Background: an optimization exercise with open tools, aiming at small area, a short achievable clock period and few clock cycles. Do not read the settings as production practice. Function was checked by simulation only, so behaviour that the tests miss may differ from the original. No driver is modelled on the clock port, so clocking that relies on it looks cheaper here than on a real chip. Power and IR drop assume default switching activity.

== old ==
Design mnist_conv, start of the top module:
module mnist_conv (
    input  wire        clk,
    input  wire        reset,
    input  wire        start,
    output wire        done,
    input  wire [11:0] img_base,
    input  wire [11:0] krn_base,
    input  wire [11:0] dst_base,
    output wire [11:0] img_addr,
    input  wire [15:0] img_rdata,
    output wire [11:0] krn_addr,
    input  wire [15:0] krn_rdata,
    output wire [11:0] dst_addr,
    output wire [15:0] dst_wdata,
    output wire        dst_we
);
    localparam PIPE = 3;             
    localparam [11:0] WE_ON  = 12'd26 + PIPE;
    localparam [11:0] WE_OFF = 12'd2054 + PIPE;
    localparam [1:0] MV_R = 2'd0, MV_L = 2'd1, MV_D = 2'd2;
    reg         run, done_r, we_r;
    reg  [11:0] cnt;                 
    reg  [2:0]  ph;                  
    reg  [11:0] ka, ia, da;          
    reg  [15:0] krd_q;               
    reg  [15:0] pix_q, pix_s0, pix_s1;   
    reg         rd_on;               
    assign done     = done_r;
    assign dst_we   = we_r;
    assign krn_addr = ka;
    assign img_addr = ia;
    assign dst_addr = da;
    wire go = start & ~run & ~done_r;    
    always @(posedge clk) begin
        if (reset) begin
            run    <= 1'b0;
            done_r <= 1'b0;
  ...
clock: 8.0 ns
lec_check: 0
abc_clock_period_in_ps: 3000
cap_margin: 20
core_margin: 2
core_utilization: 55
setup_slack_margin: 5.0
slew_margin: 20
standard.sh (not shown) runs the stock make flow with config.mk's settings and CLKGATE_MAP_FILE= SYNTH_SCRIPT=/design/flow/synth_recipe.tcl, a recipe that flattens the netlist after the stock synthesis.
==> flow/flow/run.sh <==
#!/bin/bash
# The standard layout (standard.sh), except that synthesis skips the early
# "abc -fast" pass inside Yosys's synth command (synth -noabc).  That pass
# restructures the full-adder trees before extract_fa runs and leaves many
# inverters between adder cells; without it extract_fa maps the trees
# cleanly.  Registers (names, count and cell types) are the same as the
# standard synthesis: the final abc mapping and dfflibmap are unchanged.
set -euo pipefail
here=$(pwd)
sed 's/yosys synth -nofsm -noshare {\*}\$args/yosys synth -nofsm -noshare -noabc {*}$args/' \
    synth_recipe.tcl > noabc_synth.tcl
grep -q -- '-noshare -noabc' noabc_synth.tcl
sed "s|SYNTH_SCRIPT=[^ ]*|SYNTH_SCRIPT=$here/noabc_synth.tcl|" standard.sh > standard_noabc.sh
grep -q "SYNTH_SCRIPT=$here/noabc_synth.tcl" standard_noabc.sh
bash standard_noabc.sh > flow_make.log 2>&1
Testbench counts of old, summed over its fixed seeds: cycles 49,392.
Here is what was changed in the inputs of new compared with old.
Settings: a change of CORE_UTILIZATION from 55 to 40.
Notes after the runs:
Of old and new, the run reporting the higher post-DP HPWL was old.
Total standard cell area after synthesis: old vs new identical
new has final total power below what old had.
The floorplan die area reported for new is greater than that of old by 0.038 mm2.
Comparing old and new, the lower share of total power in sequential cells is on old.
Diff old..new | number of cells on the critical path | negligible
Relative to old, register-to-register slack increased by 40 ps in new.
[compare] base=old new=new: detailed route wirelength on metal3 lower; amount of wire on met2 after detailed routing lower; part of the total power dissipated in combinational logic higher.

run A:
Another version of the RTL of mnist_conv (not shown whole).
Size in the first run: ~1000 flip-flops, about 54000 sq um of cells after synthesis.
==> flow/config.mk <==
export PLATFORM = sky130hd
export DESIGN_NAME = mnist_conv
export DESIGN_NICKNAME = mnist_conv
export VERILOG_FILES = /design/flow/design.v
export SDC_FILE = /design/flow/constraint.sdc
export NUM_CORES = 4
export LEC_CHECK = 0
export ABC_CLOCK_PERIOD_IN_PS = 3000
export CAP_MARGIN = 20
export CORE_MARGIN = 2
export CORE_UTILIZATION = 55
export CTS_CLUSTER_DIAMETER = 120
export CTS_CLUSTER_SIZE = 24
export GPL_ROUTABILITY_DRIVEN = 0
export SLEW_MARGIN = 20
==> flow/constraint.sdc <==
create_clock -name core_clock -period 8.0 [get_ports {clk}]
set_input_delay 1.6000 -clock core_clock [delete_from_list [all_inputs] [get_ports {clk}]]
set_output_delay 1.6000 -clock core_clock [all_outputs]
set_load 0.01 [all_outputs]
==> flow/flow/run.sh <==
#!/bin/bash
# The standard layout (standard.sh) with these changes:
#  * synthesis skips the early "abc -fast" pass inside Yosys's synth command
#    (synth -noabc).  That pass restructures the full-adder trees before
#    extract_fa runs and leaves many inverters between adder cells; without
#    it extract_fa maps the trees cleanly.  Registers (names, count and cell
#    types) are the same as the standard synthesis: the final abc mapping
#    and dfflibmap are unchanged.
set -euo pipefail
SETUP_MARGIN=5.3
here=$(pwd)
sed 's/yosys synth -nofsm -noshare {\*}\$args/yosys synth -nofsm -noshare -noabc {*}$args/' \
    synth_recipe.tcl > noabc_synth.tcl
grep -q -- '-noshare -noabc' noabc_synth.tcl
sed -e "s|SYNTH_SCRIPT=[^ ]*|SYNTH_SCRIPT=$here/noabc_synth.tcl SETUP_SLACK_MARGIN=$SETUP_MARGIN POST_RESIZE_TCL=$here/flow/post_resize.tcl POST_CTS_TCL=$here/flow/post_cts.tcl|" \
    standard.sh > standard_noabc.sh
grep -q "POST_CTS_TCL=$here/flow/post_cts.tcl" standard_noabc.sh
bash standard_noabc.sh > flow_make.log 2>&1
Other scripts of this flow, unchanged in this note and not shown: flow/flow/ff_drive.tcl, flow/flow/post_cts.tcl, flow/flow/post_resize.tcl
Testbench counts of run A, summed over its fixed seeds: cycles 49,416.
The following lists how run B was set up differently from run A:
# run A
export LEC_CHECK = 0
export ABC_CLOCK_PERIOD_IN_PS = 3000
export CAP_MARGIN = 20
export CORE_MARGIN = 2
export CORE_UTILIZATION = 55
export CTS_CLUSTER_DIAMETER = 120
export CTS_CLUSTER_SIZE = 24
export GPL_ROUTABILITY_DRIVEN = 0
export SLEW_MARGIN = 20
create_clock -name core_clock -period 8.0 [get_ports {clk}]
# run B
export LEC_CHECK = 0
export ABC_CLOCK_PERIOD_IN_PS = 3000
export CAP_MARGIN = 20
export CORE_MARGIN = 2
export CORE_UTILIZATION = 55
export CTS_CLUSTER_DIAMETER = 120
export CTS_CLUSTER_SIZE = 24
export SLEW_MARGIN = 20
create_clock -name core_clock -period 8.0 [get_ports {clk}]
-- flow/flow/run.sh --
<<< run A, line 9
set -euo pipefail
SETUP_MARGIN=5.3
here=$(pwd)
>>> run B, line 9
set -euo pipefail
SETUP_MARGIN=5.25
here=$(pwd)
### Flow results
Row met2 wire length: run B higher / run A lower. Run B and run A ended up with roughly the same worst hold slack. Number of non-filler instances in the completed layout: run A vs run B — no meaningful difference. Comparing run B and run A, share of total power in combinational logic is lower on run A. For cell area after placement, run A and run B come out practically identical. Between run A and run B, the fraction of final layout cells with drive strength greater than 1 figures differ only marginally. There was hardly any difference in fraction of standard cell area that is sequential between run A and run B.
Inputs modified between run B and run C:
# run B
export LEC_CHECK = 0
export ABC_CLOCK_PERIOD_IN_PS = 3000
export CAP_MARGIN = 20
export CORE_MARGIN = 2
export CORE_UTILIZATION = 55
export CTS_CLUSTER_DIAMETER = 120
export CTS_CLUSTER_SIZE = 24
export SLEW_MARGIN = 20
create_clock -name core_clock -period 8.0 [get_ports {clk}]
# run C
export LEC_CHECK = 0
export ABC_CLOCK_PERIOD_IN_PS = 3000
export CAP_MARGIN = 20
export CORE_MARGIN = 2
export CORE_UTILIZATION = 55
export CTS_CLUSTER_DIAMETER = 100
export CTS_CLUSTER_SIZE = 20
export GPL_ROUTABILITY_DRIVEN = 0
export SLEW_MARGIN = 20
create_clock -name core_clock -period 8.0 [get_ports {clk}]
==> run summary <==
- Global-route usage sits lower in run C than in run B.
- Compared run C against run B; via count within noise.
- In terms of total combinational power, run C and run B differ only marginally.
- The run showing the greater core occupancy in the finished layout is run C.
- Run B -> run C: max-slew violation count delta 0, exact match
- As far as post-synthesis instance total goes, run B and run C are indistinguishable; the numbers are identical.
The inputs of run D differ from those of run C as listed below.
# run C
export LEC_CHECK = 0
export ABC_CLOCK_PERIOD_IN_PS = 3000
export CAP_MARGIN = 20
export CORE_MARGIN = 2
export CORE_UTILIZATION = 55
export CTS_CLUSTER_DIAMETER = 100
export CTS_CLUSTER_SIZE = 20
export GPL_ROUTABILITY_DRIVEN = 0
export SLEW_MARGIN = 20
create_clock -name core_clock -period 8.0 [get_ports {clk}]
# run D
export LEC_CHECK = 0
export ABC_CLOCK_PERIOD_IN_PS = 3000
export CAP_MARGIN = 20
export CORE_MARGIN = 2
export CORE_UTILIZATION = 55
export CTS_CLUSTER_DIAMETER = 100
export CTS_CLUSTER_SIZE = 20
export SLEW_MARGIN = 20
create_clock -name core_clock -period 8.0 [get_ports {clk}]
## What came out
- Both conditions hold for run D: the flow ran to the end and the final layout passed the timing, DRC and antenna checks.
- Comparing run C against run D, there is no change at all in post-synthesis register bit count.
- In run D the worst slack after detailed placement turned out 0.18 ns higher than in run C.
- From run D to run C, total DRC errors in the routed layout did not move at all.
- Per the comparison of run D with run C, hold slack now sits at about the same level, design area now sits at about the same level, portion of total power attributed to combinational logic now sits higher.
### run D -> run E
# run D
export LEC_CHECK = 0
export ABC_CLOCK_PERIOD_IN_PS = 3000
export CAP_MARGIN = 20
export CORE_MARGIN = 2
export CORE_UTILIZATION = 55
export CTS_CLUSTER_DIAMETER = 100
export CTS_CLUSTER_SIZE = 20
export SLEW_MARGIN = 20
create_clock -name core_clock -period 8.0 [get_ports {clk}]
# run E
export LEC_CHECK = 0
export ABC_CLOCK_PERIOD_IN_PS = 3000
export CAP_MARGIN = 20
export CORE_MARGIN = 2
export CORE_UTILIZATION = 55
export CTS_CLUSTER_DIAMETER = 120
export CTS_CLUSTER_SIZE = 24
export GPL_ROUTABILITY_DRIVEN = 0
export SLEW_MARGIN = 20
create_clock -name core_clock -period 8.0 [get_ports {clk}]
--- outcome ---
- Summary: with run D as the reference, count of fill cells added during filler insertion in run E moved down slightly.
- The total placed instance area of run D and that of run E are within noise of each other.
- Comparing run E and run D, the higher clock insertion delay at the later pin of the skew report was measured on run D.
- As of run E, maximum number of pins on one net before global-route repair had risen by more than 10% compared to run D.
- Delta (run E minus run D): hold slack closely matched the old numbers; number of instances in the placed design closely matched the old numbers; detailed-routing wirelength on met1 decreased by 1900 microns relative to the old numbers.

[static timing again, ports no longer ideal]
In the flow no input, the clock included, has a driving cell. The finished layouts below were timed again as built, in two steps.
Step 1: set_driving_cell puts a clkbuf_16 on clk and a buf_2 on each other input, an assumption about the parent block.
Step 2 times the ports against the registers' clock, not the clock port: input delays grow and output delays shrink by t, the midpoint of the rising clock arrivals with the driver on.
a / b / c = no drivers / after step 1 / after step 2; a / b = the first two.
| run | t, ns | setup WS [ns] | hold WS [ns] | worst setup path at the end | clock arrival spread, ns |
|---|---|---|---|---|---|
| old | 0.766 | 4.927 / 4.927 / 4.651 | 0.310 / 0.310 / 0.310 | input to register | 0.034 / 0.034 |
| new | 0.809 | 4.965 / 4.965 / 4.676 | 0.304 / 0.304 / 0.304 | input to register | 0.069 / 0.069 |
| run A | 0.766 | 5.209 / 5.133 / 5.089 | 0.323 / 0.323 / 0.323 | input to register | 0.043 / 0.043 |
| run B | 0.758 | 5.212 / 5.142 / 5.078 | 0.325 / 0.325 / 0.325 | input to register | 0.035 / 0.035 |
| run C | 0.778 | 5.210 / 5.134 / 5.085 | 0.322 / 0.322 / 0.322 | input to register | 0.032 / 0.031 |
| run D | 0.778 | 5.212 / 5.142 / 5.064 | 0.322 / 0.322 / 0.322 | input to register | 0.053 / 0.053 |
| run E | 0.767 | 5.212 / 5.136 / 5.085 | 0.321 / 0.321 / 0.321 | input to register | 0.042 / 0.042 |
After both steps every run listed still meets setup and hold. The setup slack of new, which loses most, moves by 0.000 ns with the drivers and by -0.289 ns with both steps.
